Background: an optimization exercise with open tools, aiming at small area. Do not read the settings as production practice.
The RTL was checked by simulation tests, not by an equivalence proof against the original design.
Power and IR drop assume default switching activity.

==> design/flow/run.sh <==
#!/bin/bash
# synth_recipe.tcl (not shown) runs the flow's synth.tcl, then flattens the netlist and writes it again
# the make line also repeats each setting of config.mk as NAME=value (left out here)
make -C /OpenROAD-flow-scripts/flow DESIGN_CONFIG=/design/flow/config.mk WORK_HOME=/design/flow/orfs CLKGATE_MAP_FILE= SYNTH_SCRIPT=/design/flow/synth_recipe.tcl finish
==> design/flow/config.mk <==
export PLATFORM = sky130hd
export DESIGN_NAME = AHB
export DESIGN_NICKNAME = AHB
export VERILOG_FILES = /design/flow/design.v
export SDC_FILE = /design/flow/constraint.sdc
export NUM_CORES = 4
export LEC_CHECK = 0
export CAP_MARGIN = 20
export CORE_AREA = 5 5 455 455
export DIE_AREA = 0 0 460 460
export SLEW_MARGIN = 20
==> design/flow/constraint.sdc <==
create_clock -name core_clock -period 8.5 [get_ports {HCLK}]
set_input_delay 1.7000 -clock core_clock [delete_from_list [all_inputs] [get_ports {HCLK}]]
set_output_delay 1.7000 -clock core_clock [all_outputs]
set_load 0.01 [all_outputs]
==> design/flow/design.v <==
module DEF_MST(
output        HLOCK           ,
output [31:0] HADDR           ,
output [ 2:0] HSIZE           ,
output        HWRITE          ,
output [ 1:0] HTRANS          ,
output [ 2:0] HBURST          ,
output [ 3:0] HPROT           ,
output [31:0] HWDATA          
);
assign        HLOCK      =  1'b0          ;
assign        HADDR      = 32'b0          ;
assign        HTRANS     = 2'b00   ;
assign        HBURST     = 3'b000 ;
assign        HSIZE      = 3'b010    ;
assign        HWRITE     =  1'b0          ;
assign        HPROT      =  4'b0          ;
assign        HWDATA     = 32'b0          ;
endmodule
module DEF_SLV(
input         HCLK           ,  
input         HRST_N         ,  
input         HREADY         ,
input   [ 1:0]HTRANS         ,
input         DefaultSlv     ,
output        HREADY_O       ,
output  [ 1:0]HRESP          ,
output  [31:0]HRDATA         ,
output  [15:0]HSPLIT          
);
reg           iHREADY        ;
reg           iHREADY_O      ;
reg     [ 1:0]iHRESP         ;
reg     [31:0]iHRDATA        ;
reg     [15:0]iHSPLIT        ;
reg     [ 1:0]rHTRANS        ; 
always @(posedge HCLK or negedge HRST_N)
begin
  if (!HRST_N) begin
    rHTRANS <= 2'b00 ;
  end
  else if(HREADY) begin
    rHTRANS <= HTRANS       ;
  end
end
always @(*)
begin
  iHRESP    =  2'b00 ;
  iHREADY   =  iHREADY_O   ;
  iHRDATA   =  32'b0       ;
  iHSPLIT   =  16'b0       ;
  if(DefaultSlv && (rHTRANS == 2'b10 || rHTRANS == 2'b11)) begin
    iHRESP    = 2'b01;
    iHREADY   = ~iHREADY_O  ;
  end
end
always @(posedge HCLK or negedge HRST_N)
begin
  if (!HRST_N) begin
    iHREADY_O <= 1'b1 ;
  end
  else begin
    iHREADY_O <= iHREADY ;
  end
end
assign   HREADY_O =  iHREADY        ;
assign   HRESP    =  iHRESP         ;
assign   HRDATA   =  iHRDATA        ;
assign   HSPLIT   =  iHSPLIT        ;
endmodule
module AHB_ARBITER(
input         HCLK            ,  
input         HRST_N          ,  
input  [15:0] HBUSREQ         ,  
output [15:0] HGRANT          ,  
output        HMASTERLOCK     ,
output [ 3:0] HMASTER         ,
output        DefaultMst      ,
output        DefaultSlv      ,
input         HREADY          ,
input  [ 1:0] HRESP           ,
input  [15:0] HSPLIT          ,
input         HLOCK           ,
input  [ 1:0] HTRANS          ,
input  [ 2:0] HBURST          
);
reg    [15:0] iHGRANT         ;  
reg    [ 3:0] iHMASTER        ;
reg           iDefaultMst     ;
reg           iDefaultSlv     ;
reg    [ 1:0] Q1HTRANS        ;
reg    [ 1:0] Q2HTRANS        ;
reg    [ 1:0] Q3HTRANS        ;
reg    [ 3:0] CurrentMaster   ;
reg    [ 3:0] NextMaster      ;
reg           HlockAddr       ;
reg           HlockData       ;
reg    [15:0] MaskTmp         ;
reg    [15:0] Mask            ;
reg    [15:0] MaskQ           ;
reg    [15:0] BusreqTmp       ;
reg    [15:0] BusreqNoMask    ;
reg           Deadlock        ;
reg    [ 3:0] Beat            ;
reg           RequireArbiter  ;
always @(posedge HCLK or negedge HRST_N) begin
    if (!HRST_N) begin
        Q1HTRANS <= 2'b0 ;
        Q2HTRANS <= 2'b0 ;
        Q3HTRANS <= 2'b0 ;
    end
    else if(HREADY) begin
        Q1HTRANS <= HTRANS   ;
        Q2HTRANS <= Q1HTRANS ;
        Q3HTRANS <= Q2HTRANS ;
    end
end
always @(posedge HCLK or negedge HRST_N) begin
    if (!HRST_N) begin
        HlockAddr <= 1'b0 ;
        HlockData <= 1'b0 ;
    end
    else if(HREADY) begin
        HlockAddr <= HLOCK     ;
        HlockData <= HlockAddr ;
    end
end
always @(posedge HCLK or negedge HRST_N) begin
    if (!HRST_N) begin
        Deadlock <= 1'b0 ;
    end
    else if(Deadlock & (|BusreqNoMask)) begin
        Deadlock <= 1'b0 ;
    end
    else if(HlockData && (HRESP == 2'b11) ) begin
        Deadlock <= 1'b1 ;
    end
end
always @(posedge HCLK or negedge HRST_N) begin
    if (!HRST_N) begin
        iDefaultMst <= 1'b1 ;
    end
    else if(Deadlock | (RequireArbiter & ~(|BusreqNoMask))) begin
        iDefaultMst <= 1'b1 ;
    end
    else if(HREADY & iDefaultMst & (|BusreqNoMask)) begin
        iDefaultMst <= 1'b0 ;
    end
end
always @(posedge HCLK or negedge HRST_N) begin
    if (!HRST_N) begin
        MaskQ <= 16'b0 ;
    end
    else begin
        MaskQ <= Mask  ;
    end
end
always @(*) begin
    MaskTmp = 16'b0 ;
    BusreqTmp = HBUSREQ ;
    if(HRESP == 2'b11) MaskTmp[CurrentMaster] = 1'b1 ;
    if(Deadlock) BusreqTmp[CurrentMaster] = 1'b0 ;
    Mask = (MaskQ | MaskTmp) & ~HSPLIT ;
    BusreqNoMask = HBUSREQ & ~Mask  ;
end
always @(posedge HCLK or negedge HRST_N) begin
    if (!HRST_N) begin
        Beat <= 4'b0 ;
    end
    else begin
        if(HREADY) begin
            if(HTRANS == 2'b00 || HTRANS == 2'b10)  Beat <= 4'b1 ;
            else if(HTRANS == 2'b11)                          Beat <= Beat + 1'b1 ;
        end
    end
end
always @(*) begin
    RequireArbiter = 1'b0 ;
    if(iDefaultMst & ~Deadlock) begin
        RequireArbiter = |BusreqNoMask ;
    end
    else if(~HlockAddr | ~Deadlock) begin
        case(HTRANS) 
            2'b00   : RequireArbiter = 1'b1 ;
            2'b10 : begin
                case(HBURST) 
                    3'b000  : RequireArbiter = 1'b1 ;
                    3'b001    : RequireArbiter = ~HBUSREQ[CurrentMaster] ;
                endcase
            end	
            2'b11    : begin
                case(HBURST)
                    3'b001                   : RequireArbiter = ~HBUSREQ[CurrentMaster] ;
                    3'b011 , 
                    3'b010  : RequireArbiter = (Beat == 3 ) ? 1'b1 : 1'b0 ;
                    3'b101 , 
                    3'b100  : RequireArbiter = (Beat == 7 ) ? 1'b1 : 1'b0 ;
                    3'b111, 
                    3'b110 : RequireArbiter = (Beat == 15) ? 1'b1 : 1'b0 ;
                endcase
            end
        endcase
    end
end
always @(*) begin
    NextMaster = CurrentMaster ;
    if(RequireArbiter) begin
        NextMaster = select_master(iDefaultMst, BusreqNoMask, CurrentMaster) ;
    end
end
always @(posedge HCLK or negedge HRST_N) begin
    if (!HRST_N) begin
        CurrentMaster <= 4'b0 ;
    end
    else if(HREADY) begin
        CurrentMaster <= NextMaster ;
    end
end
always @(*) begin
    iHGRANT = 16'b0 ;
    if(|BusreqNoMask & ~iDefaultMst & ~iDefaultSlv)
        iHGRANT[NextMaster] = 1'b1 ;
end
always @(posedge HCLK or negedge HRST_N) begin
    if (!HRST_N) begin
        iHMASTER <= 4'b0 ;
    end
    else if(HREADY) begin
        iHMASTER <= NextMaster ;
    end
end
always @(posedge HCLK or negedge HRST_N) begin
    if (!HRST_N) begin
        iDefaultSlv <= 1'b1 ;
    end
    else if(HREADY) begin
        iDefaultSlv <= iDefaultMst ;
    end
end
assign  HGRANT      =  iHGRANT         ;  
assign  HMASTER     =  iHMASTER        ;
assign  HMASTERLOCK =  HlockAddr       ;
assign  DefaultMst  =  iDefaultMst     ;
assign  DefaultSlv  =  iDefaultSlv     ;
function [3:0]select_master;
input       default_master;
input [15:0]busreq_no_mask;
input [ 4:0]current_master;
reg   [ 4:0]i,j;
reg   [31:0]busreqx2; 
reg   [15:0]busreq_tmp;
reg   [ 3:0]next_master;
    i = 5'b0 ; j = 5'b0 ;
    busreqx2    = 32'b0 ; 
    busreq_tmp  = 16'b0 ;
    next_master =  4'b0 ;
    if(default_master) begin
        for(i = 0 ; i < 16 ; i = i + 1) begin
            if(busreq_no_mask[i] == 1'b1)
                next_master = i;
            end
    end
    else begin
        busreqx2 = {busreq_no_mask,busreq_no_mask};
        for(i = 0; i<16; i=i+1) begin
            if(i == current_master) begin
                busreq_tmp = busreqx2[i+:16];
                for(j=0;j<16; j=j+1) begin
                    if(busreq_tmp[j] == 1'b1) begin
                        if(current_master + j > 16) begin
                            next_master = i + j - 16;
                        end
                        else begin
                            next_master = i + j;
                        end
                    end
                end
            end
        end
    end
    if(|busreq_no_mask)  select_master = next_master ;
    else                 select_master = current_master ;
endfunction
endmodule
module AHB_MUX(
input         HCLK            , 
input         HRST_N          , 
input         DefaultMst      ,
input         DefaultSlv      ,
input  [ 3:0] HMASTER         ,
output [15:0] HSEL            ,
output [15:0] HBUSREQ         ,
output        HLOCK           ,
output [31:0] HADDR           ,
output [ 2:0] HSIZE           ,
output        HWRITE          ,
output [ 1:0] HTRANS          ,
output [ 2:0] HBURST          ,
output [ 3:0] HPROT           ,
output [31:0] HWDATA          ,
output        HREADY          ,
output [ 1:0] HRESP           ,
output [15:0] HSPLIT          ,
output [31:0] HRDATA          ,
input         M0_HBUSREQ      ,
input         M0_HLOCK        ,
input  [31:0] M0_HADDR        ,
input  [ 2:0] M0_HSIZE        ,
input         M0_HWRITE       ,
input  [ 1:0] M0_HTRANS       ,
input  [ 2:0] M0_HBURST       ,
input  [ 3:0] M0_HPROT        ,
input  [31:0] M0_HWDATA       ,
input         M1_HBUSREQ      ,
input         M1_HLOCK        ,
input  [31:0] M1_HADDR        ,
input  [ 2:0] M1_HSIZE        ,
input         M1_HWRITE       ,
input  [ 1:0] M1_HTRANS       ,
input  [ 2:0] M1_HBURST       ,
input  [ 3:0] M1_HPROT        ,
input  [31:0] M1_HWDATA       ,
input         M2_HBUSREQ      ,
input         M2_HLOCK        ,
input  [31:0] M2_HADDR        ,
input  [ 2:0] M2_HSIZE        ,
input         M2_HWRITE       ,
input  [ 1:0] M2_HTRANS       ,
input  [ 2:0] M2_HBURST       ,
input  [ 3:0] M2_HPROT        ,
input  [31:0] M2_HWDATA       ,
input         M3_HBUSREQ      ,
input         M3_HLOCK        ,
input  [31:0] M3_HADDR        ,
input  [ 2:0] M3_HSIZE        ,
input         M3_HWRITE       ,
input  [ 1:0] M3_HTRANS       ,
input  [ 2:0] M3_HBURST       ,
input  [ 3:0] M3_HPROT        ,
input  [31:0] M3_HWDATA       ,
input         S0_HREADY       ,
input  [ 1:0] S0_HRESP        ,
input  [15:0] S0_HSPLIT       ,
input  [31:0] S0_HRDATA       ,
input         S1_HREADY       ,
input  [ 1:0] S1_HRESP        ,
input  [15:0] S1_HSPLIT       ,
input  [31:0] S1_HRDATA       ,
input         S2_HREADY       ,
input  [ 1:0] S2_HRESP        ,
input  [15:0] S2_HSPLIT       ,
input  [31:0] S2_HRDATA       ,
input         S3_HREADY       ,
input  [ 1:0] S3_HRESP        ,
input  [15:0] S3_HSPLIT       ,
input  [31:0] S3_HRDATA       ,
input         S4_HREADY       ,
input  [ 1:0] S4_HRESP        ,
input  [15:0] S4_HSPLIT       ,
input  [31:0] S4_HRDATA       ,
input         S5_HREADY       ,
input  [ 1:0] S5_HRESP        ,
input  [15:0] S5_HSPLIT       ,
input  [31:0] S5_HRDATA       ,
input         S6_HREADY       ,
input  [ 1:0] S6_HRESP        ,
input  [15:0] S6_HSPLIT       ,
input  [31:0] S6_HRDATA       ,
input         S7_HREADY       ,
input  [ 1:0] S7_HRESP        ,
input  [15:0] S7_HSPLIT       ,
input  [31:0] S7_HRDATA       ,
input         S8_HREADY       ,
input  [ 1:0] S8_HRESP        ,
input  [15:0] S8_HSPLIT       ,
input  [31:0] S8_HRDATA       ,
input         S9_HREADY       ,
input  [ 1:0] S9_HRESP        ,
input  [15:0] S9_HSPLIT       ,
input  [31:0] S9_HRDATA       ,
input         S10_HREADY      ,
input  [ 1:0] S10_HRESP       ,
input  [15:0] S10_HSPLIT      ,
input  [31:0] S10_HRDATA      ,
input         S11_HREADY      ,
input  [ 1:0] S11_HRESP       ,
input  [15:0] S11_HSPLIT      ,
input  [31:0] S11_HRDATA      ,
input         S12_HREADY      ,
input  [ 1:0] S12_HRESP       ,
input  [15:0] S12_HSPLIT      ,
input  [31:0] S12_HRDATA      ,
input         S13_HREADY      ,
input  [ 1:0] S13_HRESP       ,
input  [15:0] S13_HSPLIT      ,
input  [31:0] S13_HRDATA      ,
input         S14_HREADY      ,
input  [ 1:0] S14_HRESP       ,
input  [15:0] S14_HSPLIT      ,
input  [31:0] S14_HRDATA      ,
input         S15_HREADY      ,
input  [ 1:0] S15_HRESP       ,
input  [15:0] S15_HSPLIT      ,
input  [31:0] S15_HRDATA   
);
reg           iHLOCK          ;
reg    [31:0] iHADDR          ;
reg    [ 2:0] iHSIZE          ;
reg           iHWRITE         ;
reg    [ 1:0] iHTRANS         ;
reg    [ 2:0] iHBURST         ;
reg    [ 3:0] iHPROT          ;
reg    [31:0] iHWDATA         ;
reg           iHREADY         ;
reg    [15:0] iHSEL           ;
reg    [15:0] iHSELQ          ;
reg    [ 1:0] iHRESP          ;
reg    [15:0] iHSPLIT         ;
reg    [31:0] iHRDATA         ;
reg    [15:0] iHBUSREQ        ;
reg           DefaultMstQ     ;
wire          DEF_HLOCK       ;
wire   [31:0] DEF_HADDR       ;
wire   [ 2:0] DEF_HSIZE       ;
wire          DEF_HWRITE      ;
wire   [ 1:0] DEF_HTRANS      ;
wire   [ 2:0] DEF_HBURST      ;
wire   [ 3:0] DEF_HPROT       ;
wire   [31:0] DEF_HWDATA      ;
wire          DEF_HREADY      ;
wire   [ 1:0] DEF_HRESP       ;
wire   [15:0] DEF_HSPLIT      ;
wire   [31:0] DEF_HRDATA      ;
reg    [ 3:0]HMASTERQ        ;
always @(posedge HCLK or negedge HRST_N) begin
    if (!HRST_N) begin
        HMASTERQ <= 4'b0    ;
        DefaultMstQ <= 1'b0 ;
    end
    else if(iHREADY) begin
        HMASTERQ <= HMASTER ;
        DefaultMstQ <= DefaultMst ;
    end
end
always @(*) begin
    if(DefaultMst) begin
        iHLOCK   = DEF_HLOCK   ;
        iHADDR   = DEF_HADDR   ; 
        iHSIZE   = DEF_HSIZE   ; 
        iHWRITE  = DEF_HWRITE  ; 
        iHTRANS  = DEF_HTRANS  ; 
        iHBURST  = DEF_HBURST  ; 
        iHPROT   = DEF_HPROT   ; 
    end
    else begin
        case(HMASTER)
            4'b0000 : begin 
                iHLOCK   = M0_HLOCK   ;
                iHADDR   = M0_HADDR   ; 
                iHSIZE   = M0_HSIZE   ; 
                iHWRITE  = M0_HWRITE  ; 
                iHTRANS  = M0_HTRANS  ; 
                iHBURST  = M0_HBURST  ; 
                iHPROT   = M0_HPROT   ; 
            end
            4'b0001 : begin 
                iHLOCK   = M0_HLOCK   ;
                iHADDR   = M1_HADDR   ; 
                iHSIZE   = M1_HSIZE   ; 
                iHWRITE  = M1_HWRITE  ; 
                iHTRANS  = M1_HTRANS  ; 
                iHBURST  = M1_HBURST  ; 
                iHPROT   = M1_HPROT   ; 
            end
            4'b0010 : begin 
                iHLOCK   = M0_HLOCK   ;
                iHADDR   = M2_HADDR   ; 
                iHSIZE   = M2_HSIZE   ; 
                iHWRITE  = M2_HWRITE  ; 
                iHTRANS  = M2_HTRANS  ; 
                iHBURST  = M2_HBURST  ; 
                iHPROT   = M2_HPROT   ; 
            end
            4'b0011 : begin 
                iHLOCK   = M0_HLOCK   ;
                iHADDR   = M3_HADDR   ; 
                iHSIZE   = M3_HSIZE   ; 
                iHWRITE  = M3_HWRITE  ; 
                iHTRANS  = M3_HTRANS  ; 
                iHBURST  = M3_HBURST  ; 
                iHPROT   = M3_HPROT   ; 
            end
            default : begin
                iHLOCK   = DEF_HLOCK  ;
                iHADDR   = DEF_HADDR  ; 
                iHSIZE   = DEF_HSIZE  ; 
                iHWRITE  = DEF_HWRITE ; 
                iHTRANS  = DEF_HTRANS ; 
                iHBURST  = DEF_HBURST ; 
                iHPROT   = DEF_HPROT  ; 
            end
        endcase
    end
end
always @(*) begin
    if(DefaultMstQ) begin
        iHWDATA = DEF_HWDATA     ;
    end
    else begin
        case(HMASTERQ)
            4'b0000 :  iHWDATA = M0_HWDATA   ;
            4'b0001 :  iHWDATA = M1_HWDATA   ;
            4'b0010 :  iHWDATA = M2_HWDATA   ;
            4'b0011 :  iHWDATA = M3_HWDATA   ;
            default :  iHWDATA = DEF_HWDATA  ;
        endcase
    end
end
always @(*) begin
    iHBUSREQ = 16'b0 ;
    iHBUSREQ[0] = M0_HBUSREQ  ;
    iHBUSREQ[1] = M1_HBUSREQ  ;
    iHBUSREQ[2] = M2_HBUSREQ  ;
    iHBUSREQ[3] = M3_HBUSREQ  ;
end
always @(*) begin
    iHSEL = 16'b0 ;
    if(iHADDR) begin
        case(iHADDR[31:31 - 3]) 
            4'b0000 :  iHSEL[ 0] =  1'b1 ;
            4'b0001 :  iHSEL[ 1] =  1'b1 ;
            4'b0010 :  iHSEL[ 2] =  1'b1 ;
            4'b0011 :  iHSEL[ 3] =  1'b1 ;
            4'b0100 :  iHSEL[ 4] =  1'b1 ;
            4'b0101 :  iHSEL[ 5] =  1'b1 ;
            4'b0110 :  iHSEL[ 6] =  1'b1 ;
            4'b0111 :  iHSEL[ 7] =  1'b1 ;
            4'b1000 :  iHSEL[ 8] =  1'b1 ;
            4'b1001 :  iHSEL[ 9] =  1'b1 ;
            4'b1010:  iHSEL[10] =  1'b1 ;
            4'b1011:  iHSEL[11] =  1'b1 ;
            4'b1100:  iHSEL[12] =  1'b1 ;
            4'b1101:  iHSEL[13] =  1'b1 ;
            4'b1110:  iHSEL[14] =  1'b1 ;
            4'b1111:  iHSEL[15] =  1'b1 ;
            default        :  iHSEL     = 16'b0 ;
        endcase
    end
end
always @(posedge HCLK or negedge HRST_N) begin
    if (!HRST_N) begin
        iHSELQ <= 16'b0 ;
    end
    else if(iHREADY) begin
        iHSELQ <= iHSEL ;
    end
end
always @(*) begin
    if(DefaultSlv) begin
        iHREADY     =   DEF_HREADY   ;
        iHRESP      =   DEF_HRESP    ;
        iHRDATA     =   DEF_HRDATA   ;
    end
    else begin
        case(iHSELQ) 
            16'b0000_0000_0000_0001  :  begin
                iHREADY     =   S0_HREADY   ;
                iHRESP      =   S0_HRESP    ;
                iHRDATA     =   S0_HRDATA   ;
            end
            16'b0000_0000_0000_0010  :  begin
                iHREADY     =   S1_HREADY   ;
                iHRESP      =   S1_HRESP    ;
                iHRDATA     =   S1_HRDATA   ;
            end
            16'b0000_0000_0000_0100  :  begin
                iHREADY     =   S2_HREADY   ;
                iHRESP      =   S2_HRESP    ;
                iHRDATA     =   S2_HRDATA   ;
            end
            16'b0000_0000_0000_1000  :  begin
                iHREADY     =   S3_HREADY   ;
                iHRESP      =   S3_HRESP    ;
                iHRDATA     =   S3_HRDATA   ;
            end
            16'b0000_0000_0001_0000  :  begin
                iHREADY     =   S4_HREADY   ;
                iHRESP      =   S4_HRESP    ;
                iHRDATA     =   S4_HRDATA   ;
            end
            16'b0000_0000_0010_0000  :  begin
                iHREADY     =   S5_HREADY   ;
                iHRESP      =   S5_HRESP    ;
                iHRDATA     =   S5_HRDATA   ;
            end
            16'b0000_0000_0100_0000  :  begin
                iHREADY     =   S6_HREADY   ;
                iHRESP      =   S6_HRESP    ;
                iHRDATA     =   S6_HRDATA   ;
            end
            16'b0000_0000_1000_0000  :  begin
                iHREADY     =   S7_HREADY   ;
                iHRESP      =   S7_HRESP    ;
                iHRDATA     =   S7_HRDATA   ;
            end
            16'b0000_0001_0000_0000  :  begin
                iHREADY     =   S8_HREADY   ;
                iHRESP      =   S8_HRESP    ;
                iHRDATA     =   S8_HRDATA   ;
            end
            16'b0000_0010_0000_0000  :  begin
                iHREADY     =   S9_HREADY   ;
                iHRESP      =   S9_HRESP    ;
                iHRDATA     =   S9_HRDATA   ;
            end
            16'b0000_0100_0000_0000  :  begin
                iHREADY     =   S10_HREADY  ;
                iHRESP      =   S10_HRESP   ;
                iHRDATA     =   S10_HRDATA  ;
            end
            16'b0000_1000_0000_0000  :  begin
                iHREADY     =   S11_HREADY  ;
                iHRESP      =   S11_HRESP   ;
                iHRDATA     =   S11_HRDATA  ;
            end
            16'b0001_0000_0000_0000  :  begin
                iHREADY     =   S12_HREADY  ;
                iHRESP      =   S12_HRESP   ;
                iHRDATA     =   S12_HRDATA  ;
            end
            16'b0010_0000_0000_0000  :  begin
                iHREADY     =   S13_HREADY  ;
                iHRESP      =   S13_HRESP   ;
                iHRDATA     =   S13_HRDATA  ;
            end
            16'b0100_0000_0000_0000  :  begin
                iHREADY     =   S14_HREADY  ;
                iHRESP      =   S14_HRESP   ;
                iHRDATA     =   S14_HRDATA  ;
            end
            16'b1000_0000_0000_0000  :  begin
                iHREADY     =   S15_HREADY  ;
                iHRESP      =   S15_HRESP   ;
                iHRDATA     =   S15_HRDATA  ;
            end
            default        :  begin
                iHREADY     =   DEF_HREADY  ;
                iHRESP      =   DEF_HRESP   ;
                iHRDATA     =   DEF_HRDATA  ;
            end
        endcase
    end
end
always @(*) begin
    iHSPLIT = DEF_HSPLIT | S0_HSPLIT | S1_HSPLIT | S2_HSPLIT | S3_HSPLIT 
                         | S4_HSPLIT | S5_HSPLIT | S6_HSPLIT | S7_HSPLIT 
                         | S8_HSPLIT | S9_HSPLIT | S10_HSPLIT| S11_HSPLIT 
                         | S12_HSPLIT| S13_HSPLIT| S14_HSPLIT| S15_HSPLIT  ;
end
assign   HSEL       =   iHSEL       ;
assign   HBUSREQ    =   iHBUSREQ    ;
assign   HLOCK      =   iHLOCK      ;
assign   HADDR      =   iHADDR      ;
assign   HSIZE      =   iHSIZE      ;
assign   HWRITE     =   iHWRITE     ;
assign   HTRANS     =   iHTRANS     ;
assign   HBURST     =   iHBURST     ;
assign   HPROT      =   iHPROT      ;
assign   HWDATA     =   iHWDATA     ;
assign   HREADY     =   iHREADY     ;
assign   HRESP      =   iHRESP      ;
assign   HSPLIT     =   iHSPLIT     ;
assign   HRDATA     =   iHRDATA     ;
DEF_MST DEFAULT_MASTER(
    .HLOCK     (DEF_HLOCK   )     ,
    .HADDR     (DEF_HADDR   )     ,
    .HSIZE     (DEF_HSIZE   )     ,
    .HWRITE    (DEF_HWRITE  )     ,
    .HTRANS    (DEF_HTRANS  )     ,
    .HBURST    (DEF_HBURST  )     ,
    .HPROT     (DEF_HPROT   )     ,
    .HWDATA    (DEF_HWDATA  )     
    );
DEF_SLV U_DEF_SLV (
    .HCLK      (HCLK        )     , 
    .HRST_N    (HRST_N      )     , 
    .HTRANS    (iHTRANS     )     ,
    .HREADY    (iHREADY     )     ,
    .DefaultSlv(DefaultSlv  )     ,
    .HREADY_O  (DEF_HREADY  )     ,
    .HRESP     (DEF_HRESP   )     ,
    .HRDATA    (DEF_HRDATA  )     ,
    .HSPLIT    (DEF_HSPLIT  )      
    );
endmodule
module AHB(
input         HCLK            , 
input         HRST_N          , 
output [15:0] HSEL            ,
output [ 3:0] HMASTER         ,
output        HMASTERLOCK     ,
output [31:0] HADDR           ,
output [ 2:0] HSIZE           ,
output        HWRITE          ,
output [ 1:0] HTRANS          ,
output [ 2:0] HBURST          ,
output [ 3:0] HPROT           ,
output [31:0] HWDATA          ,
output [15:0] HGRANT          ,
output [ 1:0] HRESP           ,
output [15:0] HSPLIT          ,
output [31:0] HRDATA          ,
output        HREADY          ,
input         M0_HBUSREQ      ,
input         M0_HLOCK        ,
input  [31:0] M0_HADDR        ,
input  [ 2:0] M0_HSIZE        ,
input         M0_HWRITE       ,
input  [ 1:0] M0_HTRANS       ,
input  [ 2:0] M0_HBURST       ,
input  [ 3:0] M0_HPROT        ,
input  [31:0] M0_HWDATA       ,
input         M1_HBUSREQ      ,
input         M1_HLOCK        ,
input  [31:0] M1_HADDR        ,
input  [ 2:0] M1_HSIZE        ,
input         M1_HWRITE       ,
input  [ 1:0] M1_HTRANS       ,
input  [ 2:0] M1_HBURST       ,
input  [ 3:0] M1_HPROT        ,
input  [31:0] M1_HWDATA       ,
input         M2_HBUSREQ      ,
input         M2_HLOCK        ,
input  [31:0] M2_HADDR        ,
input  [ 2:0] M2_HSIZE        ,
input         M2_HWRITE       ,
input  [ 1:0] M2_HTRANS       ,
input  [ 2:0] M2_HBURST       ,
input  [ 3:0] M2_HPROT        ,
input  [31:0] M2_HWDATA       ,
input         M3_HBUSREQ      ,
input         M3_HLOCK        ,
input  [31:0] M3_HADDR        ,
input  [ 2:0] M3_HSIZE        ,
input         M3_HWRITE       ,
input  [ 1:0] M3_HTRANS       ,
input  [ 2:0] M3_HBURST       ,
input  [ 3:0] M3_HPROT        ,
input  [31:0] M3_HWDATA       ,
input         S0_HREADY       ,
input  [ 1:0] S0_HRESP        ,
input  [15:0] S0_HSPLIT       ,
input  [31:0] S0_HRDATA       ,
input         S1_HREADY       ,
input  [ 1:0] S1_HRESP        ,
input  [15:0] S1_HSPLIT       ,
input  [31:0] S1_HRDATA       ,
input         S2_HREADY       ,
input  [ 1:0] S2_HRESP        ,
input  [15:0] S2_HSPLIT       ,
input  [31:0] S2_HRDATA       ,
input         S3_HREADY       ,
input  [ 1:0] S3_HRESP        ,
input  [15:0] S3_HSPLIT       ,
input  [31:0] S3_HRDATA       ,
input         S4_HREADY       ,
input  [ 1:0] S4_HRESP        ,
input  [15:0] S4_HSPLIT       ,
input  [31:0] S4_HRDATA       ,
input         S5_HREADY       ,
input  [ 1:0] S5_HRESP        ,
input  [15:0] S5_HSPLIT       ,
input  [31:0] S5_HRDATA       ,
input         S6_HREADY       ,
input  [ 1:0] S6_HRESP        ,
input  [15:0] S6_HSPLIT       ,
input  [31:0] S6_HRDATA       ,
input         S7_HREADY       ,
input  [ 1:0] S7_HRESP        ,
input  [15:0] S7_HSPLIT       ,
input  [31:0] S7_HRDATA       ,
input         S8_HREADY       ,
input  [ 1:0] S8_HRESP        ,
input  [15:0] S8_HSPLIT       ,
input  [31:0] S8_HRDATA       ,
input         S9_HREADY       ,
input  [ 1:0] S9_HRESP        ,
input  [15:0] S9_HSPLIT       ,
input  [31:0] S9_HRDATA       ,
input         S10_HREADY      ,
input  [ 1:0] S10_HRESP       ,
input  [15:0] S10_HSPLIT      ,
input  [31:0] S10_HRDATA      ,
input         S11_HREADY      ,
input  [ 1:0] S11_HRESP       ,
input  [15:0] S11_HSPLIT      ,
input  [31:0] S11_HRDATA      ,
input         S12_HREADY      ,
input  [ 1:0] S12_HRESP       ,
input  [15:0] S12_HSPLIT      ,
input  [31:0] S12_HRDATA      ,
input         S13_HREADY      ,
input  [ 1:0] S13_HRESP       ,
input  [15:0] S13_HSPLIT      ,
input  [31:0] S13_HRDATA      ,
input         S14_HREADY      ,
input  [ 1:0] S14_HRESP       ,
input  [15:0] S14_HSPLIT      ,
input  [31:0] S14_HRDATA      ,
input         S15_HREADY      ,
input  [ 1:0] S15_HRESP       ,
input  [15:0] S15_HSPLIT      ,
input  [31:0] S15_HRDATA   
);
wire   [15:0] wHSEL           ;
wire   [ 3:0] wHMASTER        ;
wire          wHMASTERLOCK    ;
wire   [31:0] wHADDR          ;
wire   [ 2:0] wHSIZE          ;
wire          wHWRITE         ;
wire   [ 1:0] wHTRANS         ;
wire   [ 2:0] wHBURST         ;
wire   [ 3:0] wHPROT          ;
wire   [31:0] wHWDATA         ;
wire   [15:0] wHGRANT         ;
wire   [ 1:0] wHRESP          ;
wire   [15:0] wHSPLIT         ;
wire   [31:0] wHRDATA         ;
wire          wHREADY         ;
wire          wDefaultSlv     ;
wire          wDefaultMst     ;
wire   [15:0] wHBUSREQ        ;
wire          wHLOCK          ;
AHB_ARBITER U_AHB_ARBITER(
    .HCLK         (HCLK          )   ,  
    .HRST_N       (HRST_N        )   ,  
    .HBUSREQ      (wHBUSREQ      )   ,  
    .HGRANT       (wHGRANT       )   ,  
    .HMASTERLOCK  (wHMASTERLOCK  )   ,
    .HMASTER      (wHMASTER      )   ,
    .DefaultMst   (wDefaultMst   )   ,
    .DefaultSlv   (wDefaultSlv   )   ,
    .HREADY       (wHREADY       )   ,
    .HRESP        (wHRESP        )   ,
    .HSPLIT       (wHSPLIT       )   ,
    .HLOCK        (wHLOCK        )   ,
    .HTRANS       (wHTRANS       )   ,
    .HBURST       (wHBURST       )   
    );
AHB_MUX U_AHB_MUX(
    .HCLK         (HCLK          )   , 
    .HRST_N       (HRST_N        )   , 
    .DefaultMst   (wDefaultMst   )   ,
    .DefaultSlv   (wDefaultSlv   )   ,
    .HMASTER      (wHMASTER      )   ,
    .HSEL         (wHSEL         )   ,
    .HBUSREQ      (wHBUSREQ      )   ,
    .HLOCK        (wHLOCK        )   ,
    .HADDR        (wHADDR        )   ,
    .HSIZE        (wHSIZE        )   ,
    .HWRITE       (wHWRITE       )   ,
    .HTRANS       (wHTRANS       )   ,
    .HBURST       (wHBURST       )   ,
    .HPROT        (wHPROT        )   ,
    .HWDATA       (wHWDATA       )   ,
    .HREADY       (wHREADY       )   ,
    .HRESP        (wHRESP        )   ,
    .HSPLIT       (wHSPLIT       )   ,
    .HRDATA       (wHRDATA       )   ,
    .M0_HBUSREQ   (M0_HBUSREQ    )   ,
    .M0_HLOCK     (M0_HLOCK      )   ,
    .M0_HADDR     (M0_HADDR      )   ,
    .M0_HSIZE     (M0_HSIZE      )   ,
    .M0_HWRITE    (M0_HWRITE     )   ,
    .M0_HTRANS    (M0_HTRANS     )   ,
    .M0_HBURST    (M0_HBURST     )   ,
    .M0_HPROT     (M0_HPROT      )   ,
    .M0_HWDATA    (M0_HWDATA     )   ,
    .M1_HBUSREQ   (M1_HBUSREQ    )   ,
    .M1_HLOCK     (M1_HLOCK      )   ,
    .M1_HADDR     (M1_HADDR      )   ,
    .M1_HSIZE     (M1_HSIZE      )   ,
    .M1_HWRITE    (M1_HWRITE     )   ,
    .M1_HTRANS    (M1_HTRANS     )   ,
    .M1_HBURST    (M1_HBURST     )   ,
    .M1_HPROT     (M1_HPROT      )   ,
    .M1_HWDATA    (M1_HWDATA     )   ,
    .M2_HBUSREQ   (M2_HBUSREQ    )   ,
    .M2_HLOCK     (M2_HLOCK      )   ,
    .M2_HADDR     (M2_HADDR      )   ,
    .M2_HSIZE     (M2_HSIZE      )   ,
    .M2_HWRITE    (M2_HWRITE     )   ,
    .M2_HTRANS    (M2_HTRANS     )   ,
    .M2_HBURST    (M2_HBURST     )   ,
    .M2_HPROT     (M2_HPROT      )   ,
    .M2_HWDATA    (M2_HWDATA     )   ,
    .M3_HBUSREQ   (M3_HBUSREQ    )   ,
    .M3_HLOCK     (M3_HLOCK      )   ,
    .M3_HADDR     (M3_HADDR      )   ,
    .M3_HSIZE     (M3_HSIZE      )   ,
    .M3_HWRITE    (M3_HWRITE     )   ,
    .M3_HTRANS    (M3_HTRANS     )   ,
    .M3_HBURST    (M3_HBURST     )   ,
    .M3_HPROT     (M3_HPROT      )   ,
    .M3_HWDATA    (M3_HWDATA     )   ,
    .S0_HREADY    (S0_HREADY     )   ,
    .S0_HRESP     (S0_HRESP      )   ,
    .S0_HSPLIT    (S0_HSPLIT     )   ,
    .S0_HRDATA    (S0_HRDATA     )   ,
    .S1_HREADY    (S1_HREADY     )   ,
    .S1_HRESP     (S1_HRESP      )   ,
    .S1_HSPLIT    (S1_HSPLIT     )   ,
    .S1_HRDATA    (S1_HRDATA     )   ,
    .S2_HREADY    (S2_HREADY     )   ,
    .S2_HRESP     (S2_HRESP      )   ,
    .S2_HSPLIT    (S2_HSPLIT     )   ,
    .S2_HRDATA    (S2_HRDATA     )   ,
    .S3_HREADY    (S3_HREADY     )   ,
    .S3_HRESP     (S3_HRESP      )   ,
    .S3_HSPLIT    (S3_HSPLIT     )   ,
    .S3_HRDATA    (S3_HRDATA     )   ,
    .S4_HREADY    (S4_HREADY     )   ,
    .S4_HRESP     (S4_HRESP      )   ,
    .S4_HSPLIT    (S4_HSPLIT     )   ,
    .S4_HRDATA    (S4_HRDATA     )   , 
    .S5_HREADY    (S5_HREADY     )   ,
    .S5_HRESP     (S5_HRESP      )   ,
    .S5_HSPLIT    (S5_HSPLIT     )   ,
    .S5_HRDATA    (S5_HRDATA     )   , 
    .S6_HREADY    (S6_HREADY     )   ,
    .S6_HRESP     (S6_HRESP      )   ,
    .S6_HSPLIT    (S6_HSPLIT     )   ,
    .S6_HRDATA    (S6_HRDATA     )   , 
    .S7_HREADY    (S7_HREADY     )   ,
    .S7_HRESP     (S7_HRESP      )   ,
    .S7_HSPLIT    (S7_HSPLIT     )   ,
    .S7_HRDATA    (S7_HRDATA     )   , 
    .S8_HREADY    (S8_HREADY     )   ,
    .S8_HRESP     (S8_HRESP      )   ,
    .S8_HSPLIT    (S8_HSPLIT     )   ,
    .S8_HRDATA    (S8_HRDATA     )   , 
    .S9_HREADY    (S9_HREADY     )   ,
    .S9_HRESP     (S9_HRESP      )   ,
    .S9_HSPLIT    (S9_HSPLIT     )   ,
    .S9_HRDATA    (S9_HRDATA     )   , 
    .S10_HREADY   (S10_HREADY    )   ,
    .S10_HRESP    (S10_HRESP     )   ,
    .S10_HSPLIT   (S10_HSPLIT    )   ,
    .S10_HRDATA   (S10_HRDATA    )   , 
    .S11_HREADY   (S11_HREADY    )   ,
    .S11_HRESP    (S11_HRESP     )   ,
    .S11_HSPLIT   (S11_HSPLIT    )   ,
    .S11_HRDATA   (S11_HRDATA    )   , 
    .S12_HREADY   (S12_HREADY    )   ,
    .S12_HRESP    (S12_HRESP     )   ,
    .S12_HSPLIT   (S12_HSPLIT    )   ,
    .S12_HRDATA   (S12_HRDATA    )   , 
    .S13_HREADY   (S13_HREADY    )   ,
    .S13_HRESP    (S13_HRESP     )   ,
    .S13_HSPLIT   (S13_HSPLIT    )   ,
    .S13_HRDATA   (S13_HRDATA    )   , 
    .S14_HREADY   (S14_HREADY    )   ,
    .S14_HRESP    (S14_HRESP     )   ,
    .S14_HSPLIT   (S14_HSPLIT    )   ,
    .S14_HRDATA   (S14_HRDATA    )   , 
    .S15_HREADY   (S15_HREADY    )   ,
    .S15_HRESP    (S15_HRESP     )   ,
    .S15_HSPLIT   (S15_HSPLIT    )   ,
    .S15_HRDATA   (S15_HRDATA    )   
    );
assign   HSEL         =  wHSEL         ;
assign   HMASTER      =  wHMASTER      ;
assign   HMASTERLOCK  =  wHMASTERLOCK  ;
assign   HADDR        =  wHADDR        ;
assign   HSIZE        =  wHSIZE        ;
assign   HWRITE       =  wHWRITE       ;
assign   HTRANS       =  wHTRANS       ;
assign   HBURST       =  wHBURST       ;
assign   HPROT        =  wHPROT        ;
assign   HWDATA       =  wHWDATA       ;
assign   HGRANT       =  wHGRANT       ;
assign   HRESP        =  wHRESP        ;
assign   HSPLIT       =  wHSPLIT       ;
assign   HRDATA       =  wHRDATA       ;
assign   HREADY       =  wHREADY       ;
endmodule
==> impl_metrics.py <==
metrics = {
    "yosys": {
        "ys_top_cells_by_count": "196 x a22oi_1, 134 x nand2_1, 99 x clkbuf_1, 84 x nor4_1, 81 x a21oi_1",
        "synth_top_cell_by_area": "a22oi_1",
        "synth_edf_count": 0,
        "syn_inst": 1237,
        "async_flop_share": 1.00,
        "syn_avg_cell_area_um2": 7.16,
        "synthMostInstantiatedCell": "a22oi_1",
        "syn-cell-area_mm2": 0.00886,
        "synth_top_flop_cell": "dfrtp_1",
        "yosysUniqueCellTypes": 85,
        "ys_top_cells_by_area": "a22oi_1 17%, dfrtp_1 10%, a222oi_1 7.2%",
        "yosysWarnings": 3,
        "syn_nets": 2380,
        "ys_ff_latch": 40,
        "ys_seq_area_frac": 0.113,
        "synth_top_cell_area_share": 0.166,
    },
    "die": {
        "start_util": 0.0439,
        "io_pins": 1299,
        "dieArea_mm2": 0.212,
        "row_count": 165,
        "core_region_area_mm2": 0.202,
        "die_y_um": 460,
        "die_w_um": 460,
    },
    "finish": {
        "stdcell_area_mm2": 0.0260,
        "area_growth_syn_to_layout_pct": 193,
        "final_cells": 5269,
        "drive_above_1_share": 0.0788,
        "num-nets-final": 3644,
    },
    "detailed_routing": {
        "drt_pass1_iterations": 7,
        "drt_iter0_drc": 2310,
        "drcViolationCount": 0,
        "vias": 19380,
        "antenna_left": 0,
        "via_per_inst": 3.68,
        "wl_um": 210000,
        "wire_per_inst_um": 39.8,
    },
    "power": {
        "power_frac_seq": 0.180,
        "leakagePower_nw": 8.20,
        "pwr-share-clk": 0.189,
        "internal_power_uw": 787,
        "ir_drop_v": 0.0000554,
        "power_mw": 1.06,
        "p_sw_uw": 272,
        "combPwrFrac": 0.631,
        "power_density_mw_per_mm2": 40.7,
        "switching_share": 0.257,
    },
    "clocking": {
        "cts_tree": "done",
        "h-tree-depth": 2,
        "clockBufferDepth": 2,
        "ctsHoldBuffers": 0,
        "numCtsBuffers": 5,
        "clk_latency_ns": 0.32,
        "clkTransAtPathRegs_ns": 0.06,
        "cts_sinks": 40,
        "ctsRootBufferMaster": "clkbuf_16",
        "cts_resized": 0,
        "cts_setup_buffers": 0,
    },
    "sta": {
        "setup_tns_ns": 0,
        "period_share": 0.959,
        "rsz0062_at_grt": "false",
        "finClkSkew_ns": 0.0140,
        "worst_slew_pin_slew_ns": 1.13,
        "maxSlewHeadroom": 0.250,
        "slew_viol_final": 0,
        "holdWs_ns": 0.491,
        "finalWorstPathRequiredPeriod_ns": 8.15,
        "fmax_mhz": 123,
        "hold_viol": 0,
        "setup_viol": 0,
    },
    "critical_path": {
        "r2r_start": "U_AHB_ARBITER.iHMASTER[1]$_DFFE_PN0P_",
        "crit_path_start": "M3_HBUSREQ",
        "crit_arrival_ns": 6.45,
        "path_cells": "clkdlybuf4s50_1 -> mux4_2 -> a2111oi_0 -> o22ai_1 -> o211ai_1 -> nand2_1 -> a21o_1 -> nor2_2 -> mux2_4 -> ha_1 -> or4_1 -> nor4_1 -> buf_4 -> buf_12",
        "rrSetupSlack_ns": 3.66,
        "crit_type": "input pin to output pin",
        "crit_fanout": 7,
        "crit_path_start_kind": "input pin",
        "crit_path_end_kind": "output pin",
        "reg2reg_depth": 14,
        "worstPathRequired_ns": 6.80,
        "slowest_stage": "mux4_2",
        "reg2reg_to": "U_AHB_MUX.iHSELQ[0]$_DFFE_PN0P_",
        "crit_path_max_incr_delay_ns": 0.68,
        "crit_path_end": "HGRANT[8]",
    },
    "global_route": {
        "grt_pass1_wl_um": 247000,
        "grt_max_degree": 41,
        "grt_pass1_vias": 18843,
        "track_usage": 0.186,
        "antenna_found_initial": 293,
        "grt.overflow.total": 0,
    },
    "worst_hold_path": {
        "hold_class": "register to register",
        "min_from": "U_AHB_MUX.U_DEF_SLV.rHTRANS[1]$_DFFE_PN0P_",
    },
    "run_status": {
        "status": "complete, no violations",
    },
    "place": {
        "placed_cells": 5162,
        "hpwl_um": 189000,
        "portBuffers": 1295,
        "dpl_cell_area_mm2": 0.0256,
        "gp_congestion": 0.959,
    },
    "job": {
        "cap_violations": 0,
    },
}
stage by stage:
step / setup WS [ns] / util
2_1_floorplan: 1.64 / -
4_1_cts: 0.257 / 0.127
6_report: 0.351 / 0.129
3_3_place_gp: 0.219 / 0.127
5_1_grt: 0.0760 / 0.128
3_5_place_dp: 0.257 / 0.127
cells by family after synthesis:
kind of cell / count (synthesis) / share of synthesized area
compound gates: 570 / 0.493
flops: 40 / 0.113
buf+inv: 143 / 0.0647
fa+ha+maj: 9 / 0.0127
xor+xnor: 8 / 0.00791
mux: 21 / 0.0281
simple gates: 446 / 0.280
registers in the layout, indices dropped and copies added (netlist names), 4 cells and up:
signal / cells
U_AHB_ARBITER.Beat: 4
U_AHB_ARBITER.MaskQ: 4
U_AHB_ARBITER.iHMASTER: 4
U_AHB_MUX.HMASTERQ: 4
U_AHB_MUX.iHSELQ: 16
power groups by stage:
stage	clock network [mW]	registers [mW]	logic (mW)
4_1_cts	0.205	0.190	0.665
3_3_place_gp	0	0.194	0.658
3_5_place_dp	0	0.194	0.660
2_1_floorplan	0	0.194	0.0435
6_report	0.200	0.190	0.668
5_1_grt	0.209	0.190	0.691
layer usage:
metal	track usage	vias to the layer above	routed length, µm
met3	0.0665	558	20000
met5	0	-	625
met4	0.0781	96	10200
met2	0.359	1621	112000
met1	0.177	9219	67500
li1	-	7886	-
final cells by class:
class / instances / area [µm²]
Inverter: 17 / 63.8
Antenna cell: 96 / 240
Clock inverter: 2 / 12.5
Clock buffer: 5 / 125
Timing Repair Buffer: 1383 / 13800
Multi-Input combinational cell: 1054 / 7410
Sequential cell: 40 / 1000
Tap cell: 2672 / 3340
Fill cell: 23203 / 176000
worst min path at each step:
stage / endpoint / slack [ns] / cells past startpoint
finish: U_AHB_MUX.U_DEF_SLV.rHTRANS[1]$_DFFE_PN0P_ / 0.49 / 1
global route: U_AHB_MUX.U_DEF_SLV.rHTRANS[1]$_DFFE_PN0P_ / 0.52 / 1
CTS: U_AHB_MUX.U_DEF_SLV.rHTRANS[1]$_DFFE_PN0P_ / 0.50 / 1
detailed placement: U_AHB_MUX.U_DEF_SLV.rHTRANS[1]$_DFFE_PN0P_ / 0.48 / 1
global placement: U_AHB_MUX.U_DEF_SLV.rHTRANS[1]$_DFFE_PN0P_ / 0.47 / 1
floorplan: U_AHB_ARBITER.iDefaultMst$_DFFE_PN1P_ / 0.45 / 2
worst max-delay path: cells and delay by family:
kind	cells	cell delay, ns
buffers and inverters	3	0.77
AO/OA/AOI/OAI	4	1.14
adder cells (fa/ha/maj)	1	0.27
multiplexers	2	1.06
AND/OR/NAND/NOR	4	1.50
cells in the final DEF (no fill, tap or decap), drive strengths merged, types with 7 or more instances in the layout:
| master | Yosys | layout |
|---|---|---|
| mux2 | 18 | 18 |
| nand4 | 32 | 32 |
| diode | 0 | 96 |
| a221oi | 50 | 50 |
| o21ai | 21 | 21 |
| a21oi | 81 | 81 |
| nor2 | 72 | 72 |
| and2 | 10 | 10 |
| ha | 9 | 9 |
| a22oi | 196 | 196 |
| clkdlybuf4s50 | 0 | 1278 |
| a22o | 53 | 53 |
| buf | 27 | 105 |
| a222oi | 64 | 64 |
| and4 | 14 | 14 |
| nand3 | 17 | 17 |
| nand2 | 134 | 134 |
| inv | 17 | 17 |
| nor3 | 15 | 15 |
| o31ai | 7 | 7 |
| and3 | 11 | 11 |
| nor4b | 9 | 9 |
| nor4 | 94 | 94 |
| o22ai | 7 | 7 |
| a31oi | 44 | 44 |
| dfrtp | 37 | 37 |

static timing again, ports no longer ideal:
The flow's constraints put no driver on any port. The routed layout listed below was extracted and timed again, unchanged, in two steps. Step 1 (the two cells are an assumption about what drives the block):
set clk [get_ports {HCLK}]
set_driving_cell -lib_cell sky130_fd_sc_hd__clkbuf_16 $clk
set_driving_cell -lib_cell sky130_fd_sc_hd__buf_2 [delete_from_list [all_inputs] $clk]
Step 2 adds t to the input delays and takes it off the output delays; t is the mean of the earliest and latest rising clock arrival at the registers after step 1. Input paths then give back, and output paths get back, about the clock's delay inside the block. a / b / c = no drivers / after step 1 / after step 2; a / b = the first two.
t (ns): 0.373
setup slack, ns: 0.351 / 0.294 / 0.294
slew at the worst register clock pin (ns): 0.07 / 0.07
worst slew at a driven data input, ns: 0.40
cell pins on the clock port's net: 1
After both steps this run still meets setup and hold. The setup slack of this run moves by -0.057 ns with the drivers and by -0.057 ns with both steps.
